This design comes from an exercise in tuning for small area, a short achievable clock period and few clock cycles on the open sky130 flow, not from production work.
Where RTL was checked, it was by simulation tests only, not by an equivalence proof against the original.
Power and IR drop assume default switching activity.

==> flow/design.v <==
module nn_ctr(
	input clk,
	input init,
	input step,
	output reg lay,         
	output reg bf,          
	output reg df,          
	output reg bp,          
	output reg [1:0] r,     
	output reg [1:0] j,     
	output reg [5:0] k,     
	output reg [6:0] n,     
	output reg nl,          
	output reg fin,         
	output lay_last,        
	output all_last         
);
	wire wph = !bf && !df;
	wire k_last = lay ? (k == 6'd49) : (k == 6'd48);
	wire n_last = lay ? (n == 7'd99) : (n == 7'd49);
	assign lay_last = nl && n_last && !lay;
	assign all_last = nl && n_last && lay;
	always @(posedge clk) begin
		if (init) begin
			lay <= 1'b0; bf <= 1'b0; df <= 1'b1; bp <= 1'b1; r <= 2'd0; j <= 2'd0;
			k <= 6'd0; n <= 7'd0; nl <= 1'b0; fin <= 1'b0;
		end else if (step) begin
			r <= r + 2'd1;
			nl <= wph && (r == 2'd2) && (lay || j == 2'd3) && k_last;
			if (r == 2'd3) begin
				if (df) begin
					df <= 1'b0;
					bf <= bp;
				end else if (bf) begin
					bf <= 1'b0;
					bp <= 1'b0;
				end else if (lay || j == 2'd3) begin
					j <= 2'd0;
					df <= 1'b1;
					if (k_last) begin
						k <= 6'd0;
						bp <= 1'b1;
						n <= n + 7'd1;
						if (n_last) begin
							if (!lay) lay <= 1'b1;
							else fin <= 1'b1;
						end
					end else
						k <= k + 6'd1;
				end else
					j <= j + 2'd1;
			end
		end
	end
endmodule
module accelerator(
input clk,
input reset_n,
output SDRAM_readn,
output SDRAM_writen,
output SDRAM_chipselect,
input SDRAM_waitrequest,
output [31:0] SDRAM_address,
output [1:0] SDRAM_byteenable,
input SDRAM_readdatavalid,
input [15:0] SDRAM_readdata,
output [15:0] SDRAM_writedata,
input start,
output done
);
assign SDRAM_chipselect = 1'b1;
assign SDRAM_byteenable = 2'b11;
localparam [16:0] B1_W = 17'd20000;
localparam [16:0] W1_W = 17'd20400;
localparam [16:0] Z1_W = 17'd71600;
localparam [16:0] Z2_W = 17'd91600;
localparam S_IDLE = 2'd0;
localparam S_RUN  = 2'd1;    
localparam S_END  = 2'd2;    
localparam S_DONE = 2'd3;
reg [1:0] st;
reg done_r;
reg o_rd, o_wr;
reg [16:0] o_addr;
reg [3:0] o_wd;
assign SDRAM_readn = ~o_rd;
assign SDRAM_writen = ~o_wr;
assign SDRAM_address = {14'd0, o_addr, 1'b0};
assign SDRAM_writedata = {3'd0, o_wd[3], 3'd0, o_wd[2], 3'd0, o_wd[1], 3'd0, o_wd[0]};
assign done = done_r;
wire idle = (st == S_IDLE);
wire adv = !(o_rd || o_wr) || !SDRAM_waitrequest;
reg rv_q;
reg [15:0] rd_q;
always @(posedge clk) begin
	rv_q <= SDRAM_readdatavalid;
	rd_q <= SDRAM_readdata;
end
reg wpend;             
reg wq;                
wire rd_ok = !wpend && (st == S_RUN) && !(s_bf && wq);
wire issue_wr = adv && wpend;
wire issue_rd = adv && rd_ok;
wire s_lay, s_bf, s_df, s_bp, s_nl, s_fin;
wire [1:0] s_r, s_j;
wire [5:0] s_k;
wire [6:0] s_n;
wire s_lay_last, s_all_last;
nn_ctr u_sctr(.clk(clk), .init(idle), .step(issue_rd),
	.lay(s_lay), .bf(s_bf), .df(s_df), .bp(s_bp), .r(s_r), .j(s_j), .k(s_k), .n(s_n), .nl(s_nl), .fin(s_fin),
	.lay_last(s_lay_last), .all_last(s_all_last));
wire p_lay, p_bf, p_df, p_bp, p_nl, p_fin;
wire [1:0] p_r, p_j;
wire [5:0] p_k;
wire [6:0] p_n;
wire p_lay_last, p_all_last;
nn_ctr u_pctr(.clk(clk), .init(idle), .step(rv_q),
	.lay(p_lay), .bf(p_bf), .df(p_df), .bp(p_bp), .r(p_r), .j(p_j), .k(p_k), .n(p_n), .nl(p_nl), .fin(p_fin),
	.lay_last(p_lay_last), .all_last(p_all_last));
reg [3:0] wi;          
reg w_lay;
reg [16:0] a_base;
reg [8:0] a_off;
always @(*) begin
	if (wpend) begin
		if (!w_lay) begin
			a_base = Z1_W - 17'd1 + 17'd50 * wi[1:0];
			a_off = {2'd0, p_n};
		end else begin
			a_base = Z2_W - 17'd204 + 17'd200 * wi[3:2];
			a_off = {p_n, wi[1:0]};
		end
	end else if (s_bf) begin
		a_base = B1_W;
		a_off = {s_n, s_r};
	end else if (!s_lay) begin
		a_base = 17'd49 * s_r;
		a_off = {3'd0, s_k};
	end else begin
		a_base = Z1_W + 17'd50 * s_r;
		a_off = {3'd0, s_k};
	end
end
wire [16:0] a_sum = a_base + a_off;
wire s_isw = !s_bf && !s_df;
reg [16:0] s_w;        
reg [16:0] s_wstep;
always @(*) begin
	if (s_nl)
		s_wstep = 17'd1;
	else if (s_r != 2'd3)
		s_wstep = s_lay ? 17'd50 : 17'd196;
	else
		s_wstep = s_lay ? (17'd1 - 17'd150) : (17'd1 - 17'd588);
end
always @(posedge clk) begin
	if (idle)
		s_w <= W1_W;
	else if (issue_rd && s_isw)
		s_w <= s_w + s_wstep;
end
reg [15:0] img [0:3];
reg signed [14:0] acc0 [0:3];
reg signed [14:0] acc1 [0:3];
reg signed [14:0] acc2 [0:3];
reg signed [14:0] acc3 [0:3];
wire signed [14:0] bclamp = (rd_q[15:13] == 3'b000 || rd_q[15:13] == 3'b111) ? rd_q[14:0] :
                            (rd_q[15] ? 15'h6000 : 15'h1fff);
wire [3:0] zor = {|rd_q[15:12], |rd_q[11:8], |rd_q[7:4], |rd_q[3:0]};
function signed [5:0] wsum;
	input [15:0] w;
	input [3:0] m;
	reg signed [5:0] t0, t1, t2, t3;
	begin
		t0 = m[0] ? {{2{w[3]}},  w[3:0]}   : 6'sd0;
		t1 = m[1] ? {{2{w[7]}},  w[7:4]}   : 6'sd0;
		t2 = m[2] ? {{2{w[11]}}, w[11:8]}  : 6'sd0;
		t3 = m[3] ? {{2{w[15]}}, w[15:12]} : 6'sd0;
		wsum = (t0 + t1) + (t2 + t3);
	end
endfunction
reg q_v;
reg signed [5:0] q_d [0:3];
wire ld_b = rv_q && p_bf;
reg e0;         
integer i;
always @(posedge clk) begin
	q_v <= rv_q && !p_df && !p_bf;
	for (i = 0; i < 4; i = i + 1)
		q_d[i] <= wsum(rd_q, img[i][3:0]);
	for (i = 0; i < 4; i = i + 1)
		if (rv_q && p_df && p_r == i)
			img[i] <= {rd_q[15:4], p_lay ? zor : rd_q[3:0]};
		else if (rv_q && !p_df && !p_bf && p_r == 2'd3)
			img[i] <= {rd_q[15:12], img[i][15:4]};
	if (q_v || ld_b)
		for (i = 0; i < 4; i = i + 1) begin
			acc0[i] <= acc1[i];
			acc1[i] <= acc2[i];
			acc2[i] <= acc3[i];
			acc3[i] <= ld_b ? bclamp : acc0[i] + q_d[i];
		end
end
wire [3:0] res [0:3];
genvar gi;
generate for (gi = 0; gi < 4; gi = gi + 1) begin : g_res
	assign res[gi] = {~acc3[gi][14], ~acc2[gi][14], ~acc1[gi][14], ~acc0[gi][14]};
end endgenerate
wire w_last = w_lay ? (wi == 4'd15) : (wi[1:0] == 2'd3);
always @(posedge clk) begin
	if (!reset_n) begin
		st <= S_IDLE;
		done_r <= 1'b0;
		o_rd <= 1'b0;
		o_wr <= 1'b0;
		e0 <= 1'b0;
		wpend <= 1'b0;
		wq <= 1'b0;
	end else begin
		e0 <= rv_q && p_nl && !idle;
		case (st)
		S_IDLE: if (start) st <= S_RUN;
		S_RUN:  if (issue_rd && s_all_last) st <= S_END;
		S_END:  if (!wq && !o_wr) begin st <= S_DONE; done_r <= 1'b1; end
		S_DONE: if (!start) begin st <= S_IDLE; done_r <= 1'b0; end
		default: st <= S_IDLE;
		endcase
		if (adv) begin
			o_wr <= wpend;
			o_rd <= rd_ok;
		end
		if (issue_wr && w_last) begin
			wpend <= 1'b0;
			wq <= 1'b0;
		end else begin
			if (e0)
				wpend <= 1'b1;
			if (issue_rd && s_nl)
				wq <= 1'b1;
		end
	end
end
always @(posedge clk) begin
	if (adv) begin
		o_addr <= (!wpend && s_isw) ? s_w : a_sum;
		o_wd <= w_lay ? {3'd0, res[wi[3:2]][wi[1:0]]} : res[wi[1:0]];
	end
	if (idle) begin
		wi <= 4'd0;
		w_lay <= 1'b0;
	end else if (issue_wr) begin
		if (w_last) begin
			wi <= 4'd0;
			w_lay <= p_lay;
		end else
			wi <= wi + 4'd1;
	end
end
endmodule
Settings: LEC_CHECK=0, ABC_AREA=1, ABC_CLOCK_PERIOD_IN_PS=2500, CAP_MARGIN=5, CORE_MARGIN=2, CORE_UTILIZATION=60, CTS_BUF_LIST=sky130_fd_sc_hd__clkbuf_8, CTS_CLUSTER_DIAMETER=60, CTS_CLUSTER_SIZE=16, PLACE_DENSITY=0.75, SETUP_SLACK_MARGIN=4.8, SLEW_MARGIN=5; clock period 7.5 ns.
run.sh (not shown) runs the stock make flow with config.mk's settings and CLKGATE_MAP_FILE= SYNTH_SCRIPT=/design/flow/synth_recipe.tcl, a recipe that flattens the netlist after the stock synthesis.
Next try:
--- a/flow/design.v
+++ b/flow/design.v
@@ -123,22 +123,42 @@
 reg [8:0] a_off;
 always @(*) begin
 	if (wpend) begin
 		if (!w_lay) begin
-			a_base = Z1_W - 17'd1 + 17'd50 * wi[1:0];
+			case (wi[1:0])
+			2'd0: a_base = Z1_W - 17'd1;
+			2'd1: a_base = Z1_W - 17'd1 + 17'd50;
+			2'd2: a_base = Z1_W - 17'd1 + 17'd100;
+			default: a_base = Z1_W - 17'd1 + 17'd150;
+			endcase
 			a_off = {2'd0, p_n};
 		end else begin
-			a_base = Z2_W - 17'd204 + 17'd200 * wi[3:2];
+			case (wi[3:2])
+			2'd0: a_base = Z2_W - 17'd204;
+			2'd1: a_base = Z2_W - 17'd204 + 17'd200;
+			2'd2: a_base = Z2_W - 17'd204 + 17'd400;
+			default: a_base = Z2_W - 17'd204 + 17'd600;
+			endcase
 			a_off = {p_n, wi[1:0]};
 		end
 	end else if (s_bf) begin
 		a_base = B1_W;
 		a_off = {s_n, s_r};
 	end else if (!s_lay) begin
-		a_base = 17'd49 * s_r;
+		case (s_r)
+		2'd0: a_base = 17'd0;
+		2'd1: a_base = 17'd49;
+		2'd2: a_base = 17'd98;
+		default: a_base = 17'd147;
+		endcase
 		a_off = {3'd0, s_k};
 	end else begin
-		a_base = Z1_W + 17'd50 * s_r;
+		case (s_r)
+		2'd0: a_base = Z1_W;
+		2'd1: a_base = Z1_W + 17'd50;
+		2'd2: a_base = Z1_W + 17'd100;
+		default: a_base = Z1_W + 17'd150;
+		endcase
 		a_off = {3'd0, s_k};
 	end
 end
 wire [16:0] a_sum = a_base + a_off;
What happened: The new run completed with no timing, DRC or antenna violations; count of clock-buffer cells in the layout increases by 3; final cell count increases slightly; combinational power stays flat; cell area decreases slightly; via count barely changes; power stays flat; maximum frequency stays flat; global-route usage decreases by 0.39 points; non-clock buffer count decreases by 12; area after synthesis increases slightly; routed wire length decreases by a few percent.
Testbench counts after the change, summed over its fixed seeds: cycles 376,972.
Function not checked in the first run of this note: the RTL went through the layout flow alone.

re-timing with driven ports:
The results above use ideal ports. As a check the final layouts listed here were re-extracted and re-timed, cells and wires unchanged. Step 1 (the two cells are an assumption about what drives the block):
set clk [get_ports {clk}]
set_driving_cell -lib_cell sky130_fd_sc_hd__clkbuf_16 $clk
set_driving_cell -lib_cell sky130_fd_sc_hd__buf_2 [delete_from_list [all_inputs] $clk]
Step 2 moves the port delays by t, midway between the first and last clock arrival at a register: inputs arrive t later, outputs are due t later. That takes back most of the time a late clock gives input paths. Slacks: ideal ports / drivers / drivers and shift; pairs: ideal ports / drivers.
| run | t, ns | slack for setup (ns) | hold slack, ns | latest minus earliest clock arrival (ns) | slew at the worst register clock pin (ns) |
|---|---|---|---|---|---|
| the first run | 0.645 | 4.764 / 4.758 / 4.574 | 0.409 / 0.409 / 0.409 | 0.038 / 0.038 | 0.11 / 0.11 |
| the second run | 0.636 | 4.761 / 4.737 / 4.241 | 0.416 / 0.416 / 0.416 | 0.043 / 0.044 | 0.10 / 0.10 |
After both steps every run listed still meets setup and hold. For the second run, which loses most, drivers alone change the setup slack by -0.024 ns; drivers and shift together by -0.520 ns.
